Background: an optimization exercise with open tools, aiming at small area. Do not read the settings as production practice. At most, simulation tests tie the RTL to the original design; equivalence was not proved. The clock input has no modelled driver; a real chip could not lean on it and would need a root buffer or a full tree. Power and IR drop assume default switching activity.

## rev 12
==> flow/design.v <==
module top(
    input clk,
    input rst,
    input dht_data,
    output tx,
    output led_red,
    output led_green,
    output led_blue
);
    reg [8:0] q_r;
    wire [8:0] q = ~q_r;
    reg [8:0] b;
    reg [9:0] cap;       
    reg       red, blue;
    wire      valid = ~(red & blue);
    wire q_fb  = q[3] ^ q[8];
    wire tick  = (q == 9'b011110001);
    wire samp  = (q == 9'b001111000);
    wire last  = b[8] & (&b[4:0]);                
    wire done  = tick & last;                     
    wire conv  = b[8];
    wire step  = samp & (conv ? ~(b[5] | b[4] | b[3]) : b[7]);
    wire [1:0] ch = cap[9:8];
    wire [3:0] ct = cap[7:4];
    wire [3:0] co = cap[3:0];
    function [3:0] adj(input [3:0] d, input en);
        begin
            adj = (en & (d >= 4'd5)) ? d + 4'd3 : d;
        end
    endfunction
    wire [3:0] oa = adj(co, conv);
    wire [3:0] ta = adj(ct, conv);
    wire [8:0] q_nx;
    assign q_nx[0] = tick ? (last ? 1'b1 : 1'b0) : q_fb;
    assign q_nx[1] = q[0];
    assign q_nx[2] = q[1];
    assign q_nx[3] = q[2];
    assign q_nx[4] = tick ? (last ? 1'b0 : 1'b1) : q[3];
    assign q_nx[5] = q[4];
    assign q_nx[6] = q[5];
    assign q_nx[7] = tick ? (last ? 1'b1 : 1'b0) : q[6];
    assign q_nx[8] = q[7];
    always @(posedge clk or posedge rst) begin
        if (rst) begin
            q_r <= 9'b000011100;
            b <= 9'd12;
            red <= 1'b1;
            blue <= 1'b1;
        end else begin
            q_r <= ~q_nx;
            if (tick)
                b <= last ? 9'd12 : b + 9'd1;
            if (done) begin
                red <= (|ch) | ct[3] | ct[2] | (ct[1] & ct[0] & (|co));
                blue <= ~((|ch) | ct[3] | ct[2] | ct[1]);
            end
        end
    end
    always @(posedge clk) begin
        if (step)
            cap <= {cap[8], ta, oa, dht_data & conv};
    end
    assign led_red   = red & ~blue;
    assign led_blue  = blue;
    assign led_green = ~red & ~blue;
    reg [10:0] p_r;
    wire [10:0] p = ~p_r;
    reg [3:0]  s_r;
    wire [3:0] s = ~s_r;
    reg [1:0]  c;
    reg [9:0]  v;       
    wire p_fb = p[8] ^ p[10];
    wire pt  = (p == 11'b00010011000);
    wire s9  = &s;
    wire c3  = &c;
    wire eom = pt & s9 & c3;
    wire [10:0] p_nx;
    assign p_nx[0] = p_fb;
    assign p_nx[1] = p[0];
    assign p_nx[2] = pt ? (s9 ? (c3 ? 1'b1 : 1'b0) : 1'b0) : p[1];
    assign p_nx[3] = pt ? (s9 ? (c3 ? 1'b1 : 1'b1) : 1'b0) : p[2];
    assign p_nx[4] = p[3];
    assign p_nx[5] = p[4];
    assign p_nx[6] = pt ? (s9 ? (c3 ? 1'b0 : 1'b1) : 1'b1) : p[5];
    assign p_nx[7] = pt ? (s9 ? (c3 ? 1'b0 : 1'b0) : 1'b1) : p[6];
    assign p_nx[8] = pt ? (s9 ? (c3 ? 1'b0 : 1'b0) : 1'b0) : p[7];
    assign p_nx[9] = p[8];
    assign p_nx[10] = p[9];
    wire [3:0] s_nx = s9 ? 4'd6 : s + 4'd1;
    always @(posedge clk or posedge rst) begin
        if (rst) begin
            p_r <= 11'b00001010111;
            s_r <= 4'd0;
            c <= 2'd0;
        end else begin
            p_r <= ~p_nx;
            if (pt) begin
                s_r <= ~s_nx;
                if (s9)
                    c <= c + 2'd1;
            end
        end
    end
    wire fresh = done | (~b[8] & ~b[7]);    
    always @(posedge clk) begin
        if (eom & fresh)
            v <= cap;
    end
    reg dbit;
    always @(*) begin
        case ({c, s[1:0]})
            4'b0000: dbit = v[8];      
            4'b0001: dbit = v[9];
            4'b0010: dbit = 1'b0;
            4'b0011: dbit = 1'b0;
            4'b0100: dbit = v[4];      
            4'b0101: dbit = v[5];
            4'b0110: dbit = v[6];
            4'b0111: dbit = v[7];
            4'b1000: dbit = v[0];      
            4'b1001: dbit = v[1];
            4'b1010: dbit = v[2];
            4'b1011: dbit = v[3];
            4'b1100: dbit = 1'b0;      
            4'b1101: dbit = 1'b1;
            4'b1110: dbit = 1'b0;
            default: dbit = 1'b1;
        endcase
    end
    assign tx = ~valid | (s == 4'd6) |
                ((s[3:2] == 2'b10) & dbit) |
                ((s[3:1] == 3'b110) & ~c3);
endmodule
export LEC_CHECK = 0
export CAP_MARGIN = 20
export CORE_MARGIN = 2
export CORE_UTILIZATION = 40
export GPL_TIMING_DRIVEN = 0
export SLEW_MARGIN = 20
create_clock -name core_clock -period 20.0 [get_ports {clk}]
standard.sh (not shown) runs the stock make flow with config.mk's settings and CLKGATE_MAP_FILE= SYNTH_SCRIPT=/design/flow/synth_recipe.tcl, a recipe that flattens the netlist after the stock synthesis.
==> flow/flow/run.sh <==
#!/bin/bash
# Own layout flow: the standard flow (standard.sh) with three changes:
#  - synthesis maps with an area-oriented ABC script (flow/area.abc) instead
#    of ORFS's speed script, and leaves adders to ABC (no ADDER_MAP_FILE)
#    instead of mapping them to half/full adder cells first; everything else
#    in synthesis is the standard flow's;
#  - ports are buffered with the smallest buffer (buf_1);
#  - CTS builds a one-level clock tree (flow/clock_tree.tcl) in place of
#    TritonCTS's H-tree; the rest of ORFS's cts.tcl (hold repair etc.) runs.
# Each tool's output stays in orfs/logs/; make's output goes to flow.log.
set -euo pipefail
W=$(pwd)
# ORFS scripts, with cts.tcl calling flow/clock_tree.tcl
rm -rf "$W/scripts"; cp -r "$FLOW_HOME/scripts" "$W/scripts"
sed -i 's|^log_cmd clock_tree_synthesis {\*}\$cts_args$|source '"$W"'/flow/clock_tree.tcl|' "$W/scripts/cts.tcl"
grep -q "flow/clock_tree.tcl" "$W/scripts/cts.tcl"
sed -i 's|^  log_cmd abc {\*}\$abc_args$|  log_cmd abc -script '"$W"'/flow/area.abc {*}[lrange $abc_args 2 end]|' "$W/scripts/synth.tcl"
grep -q "flow/area.abc" "$W/scripts/synth.tcl"
sed -e 's|SYNTH_SCRIPT=[^ ]*|SYNTH_SCRIPT='"$W"'/synth_recipe.tcl SCRIPTS_DIR='"$W"'/scripts CLOCK_BUF=sky130_fd_sc_hd__clkbuf_8 CLOCK_GROUPS=4 ADDER_MAP_FILE= "BUFFER_PORTS_ARGS=-buffer_cell sky130_fd_sc_hd__buf_1"|' \
    standard.sh > "$W/my_standard.sh"
grep -q "SCRIPTS_DIR=" "$W/my_standard.sh"
bash "$W/my_standard.sh" > "$W/flow.log" 2>&1
Other scripts of this flow, unchanged in this note and not shown: flow/flow/area.abc, flow/flow/clock_tree.tcl
Per the final summary, rev 12 finished and its layout is clean on timing, DRC and antenna.
diff inputs: rev 12 => rev 13
diff --git a/flow/design.v b/flow/design.v
--- a/flow/design.v
+++ b/flow/design.v
@@ -6,11 +6,11 @@
     output led_red,
     output led_green,
     output led_blue
 );
     reg [8:0] q_r;
-    wire [8:0] q = ~q_r;
+    wire [8:0] q = q_r;
     reg [8:0] b;
     reg [9:0] cap;       
     reg       red, blue;
     wire      valid = ~(red & blue);
     wire q_fb  = q[3] ^ q[8];
@@ -40,16 +40,16 @@
     assign q_nx[6] = q[5];
     assign q_nx[7] = tick ? (last ? 1'b1 : 1'b0) : q[6];
     assign q_nx[8] = q[7];
     always @(posedge clk or posedge rst) begin
         if (rst) begin
-            q_r <= 9'b000011100;
+            q_r <= 9'b111100011;
             b <= 9'd12;
             red <= 1'b1;
             blue <= 1'b1;
         end else begin
-            q_r <= ~q_nx;
+            q_r <= q_nx;
             if (tick)
                 b <= last ? 9'd12 : b + 9'd1;
             if (done) begin
                 red <= (|ch) | ct[3] | ct[2] | (ct[1] & ct[0] & (|co));
                 blue <= ~((|ch) | ct[3] | ct[2] | ct[1]);
@@ -62,42 +62,42 @@
     end
     assign led_red   = red & ~blue;
     assign led_blue  = blue;
     assign led_green = ~red & ~blue;
     reg [10:0] p_r;
-    wire [10:0] p = ~p_r;
+    wire [10:0] p = p_r;
     reg [3:0]  s_r;
-    wire [3:0] s = ~s_r;
+    wire [3:0] s = s_r;
     reg [1:0]  c;
     reg [9:0]  v;       
     wire p_fb = p[8] ^ p[10];
-    wire pt  = (p == 11'b00010011000);
+    wire pt  = (p == 11'b10000001001);
     wire s9  = &s;
     wire c3  = &c;
     wire eom = pt & s9 & c3;
     wire [10:0] p_nx;
     assign p_nx[0] = p_fb;
     assign p_nx[1] = p[0];
-    assign p_nx[2] = pt ? (s9 ? (c3 ? 1'b1 : 1'b0) : 1'b0) : p[1];
-    assign p_nx[3] = pt ? (s9 ? (c3 ? 1'b1 : 1'b1) : 1'b0) : p[2];
-    assign p_nx[4] = p[3];
+    assign p_nx[2] = pt ? (s9 ? (c3 ? 1'b0 : 1'b1) : 1'b1) : p[1];
+    assign p_nx[3] = pt ? (s9 ? (c3 ? 1'b0 : 1'b0) : 1'b1) : p[2];
+    assign p_nx[4] = pt ? (s9 ? (c3 ? 1'b0 : 1'b0) : 1'b0) : p[3];
     assign p_nx[5] = p[4];
-    assign p_nx[6] = pt ? (s9 ? (c3 ? 1'b0 : 1'b1) : 1'b1) : p[5];
-    assign p_nx[7] = pt ? (s9 ? (c3 ? 1'b0 : 1'b0) : 1'b1) : p[6];
-    assign p_nx[8] = pt ? (s9 ? (c3 ? 1'b0 : 1'b0) : 1'b0) : p[7];
-    assign p_nx[9] = p[8];
-    assign p_nx[10] = p[9];
+    assign p_nx[6] = p[5];
+    assign p_nx[7] = p[6];
+    assign p_nx[8] = p[7];
+    assign p_nx[9] = pt ? (s9 ? (c3 ? 1'b1 : 1'b0) : 1'b0) : p[8];
+    assign p_nx[10] = pt ? (s9 ? (c3 ? 1'b1 : 1'b1) : 1'b0) : p[9];
     wire [3:0] s_nx = s9 ? 4'd6 : s + 4'd1;
     always @(posedge clk or posedge rst) begin
         if (rst) begin
-            p_r <= 11'b00001010111;
-            s_r <= 4'd0;
+            p_r <= 11'b01111111010;
+            s_r <= 4'd15;
             c <= 2'd0;
         end else begin
-            p_r <= ~p_nx;
+            p_r <= p_nx;
             if (pt) begin
-                s_r <= ~s_nx;
+                s_r <= s_nx;
                 if (s9)
                     c <= c + 2'd1;
             end
         end
     end
--- outcome ---
Rev 12 and rev 13 ended up with roughly the same final hold slack.
Rev 13 ended with less worst setup slack after placement than rev 12.
Between rev 13 and rev 12, aggregate routed wire length is higher for rev 12, rev 13 comes in under that.
Rev 13 vs rev 12: routed via count divided by cell count up slightly
Compare rev 13 and rev 12 | aggregate global-route resource usage higher: rev 12
Width of the die, rev 13 vs rev 12: up slightly
Of the two values seen for master of the slowest instance on the critical path, sky130_fd_sc_hd__dfrtp_1 was produced by rev 12 and sky130_fd_sc_hd__dfstp_2 by rev 13.
Between rev 13 and rev 12, it is rev 13 whose placer congestion estimate is higher, by about 10%.
Between rev 12 and rev 13, the total clock network power figures differ only marginally.
Compared with rev 12, rev 13 shows post-detailed-route wirelength per cell higher by 1.1%.
No functional check of the RTL was part of rev 13. No run of this note takes its clock network from TritonCTS; it comes from the design's own scripts or RTL.

[re-timing with driven ports]
The flow's constraints put no driver on any port. The routed layouts listed below were extracted and timed again, unchanged, in two steps. Step 1, drivers: a clkbuf_16 drives clk and a buf_2 each remaining input, both assumed. Step 2 moves the port delays by t, midway between the first and last clock arrival at a register: inputs arrive t later, outputs are due t later. That takes back most of the time a late clock gives input paths. Slacks: no drivers / after step 1 / after step 2; pairs: no drivers / after step 1.
| run | t, ns | setup WS [ns] | hold slack, ns | worst setup path after step 2 | worst data-port slew with drivers (ns) |
|---|---|---|---|---|---|
| rev 12 | 0.197 | 14.301 / 14.249 / 14.446 | 0.367 / 0.367 / 0.367 | register to output | 0.03 |
| rev 13 | 0.195 | 13.897 / 13.847 / 14.042 | 0.368 / 0.368 / 0.368 | register to output | 0.03 |
After both steps every run listed still meets setup and hold.
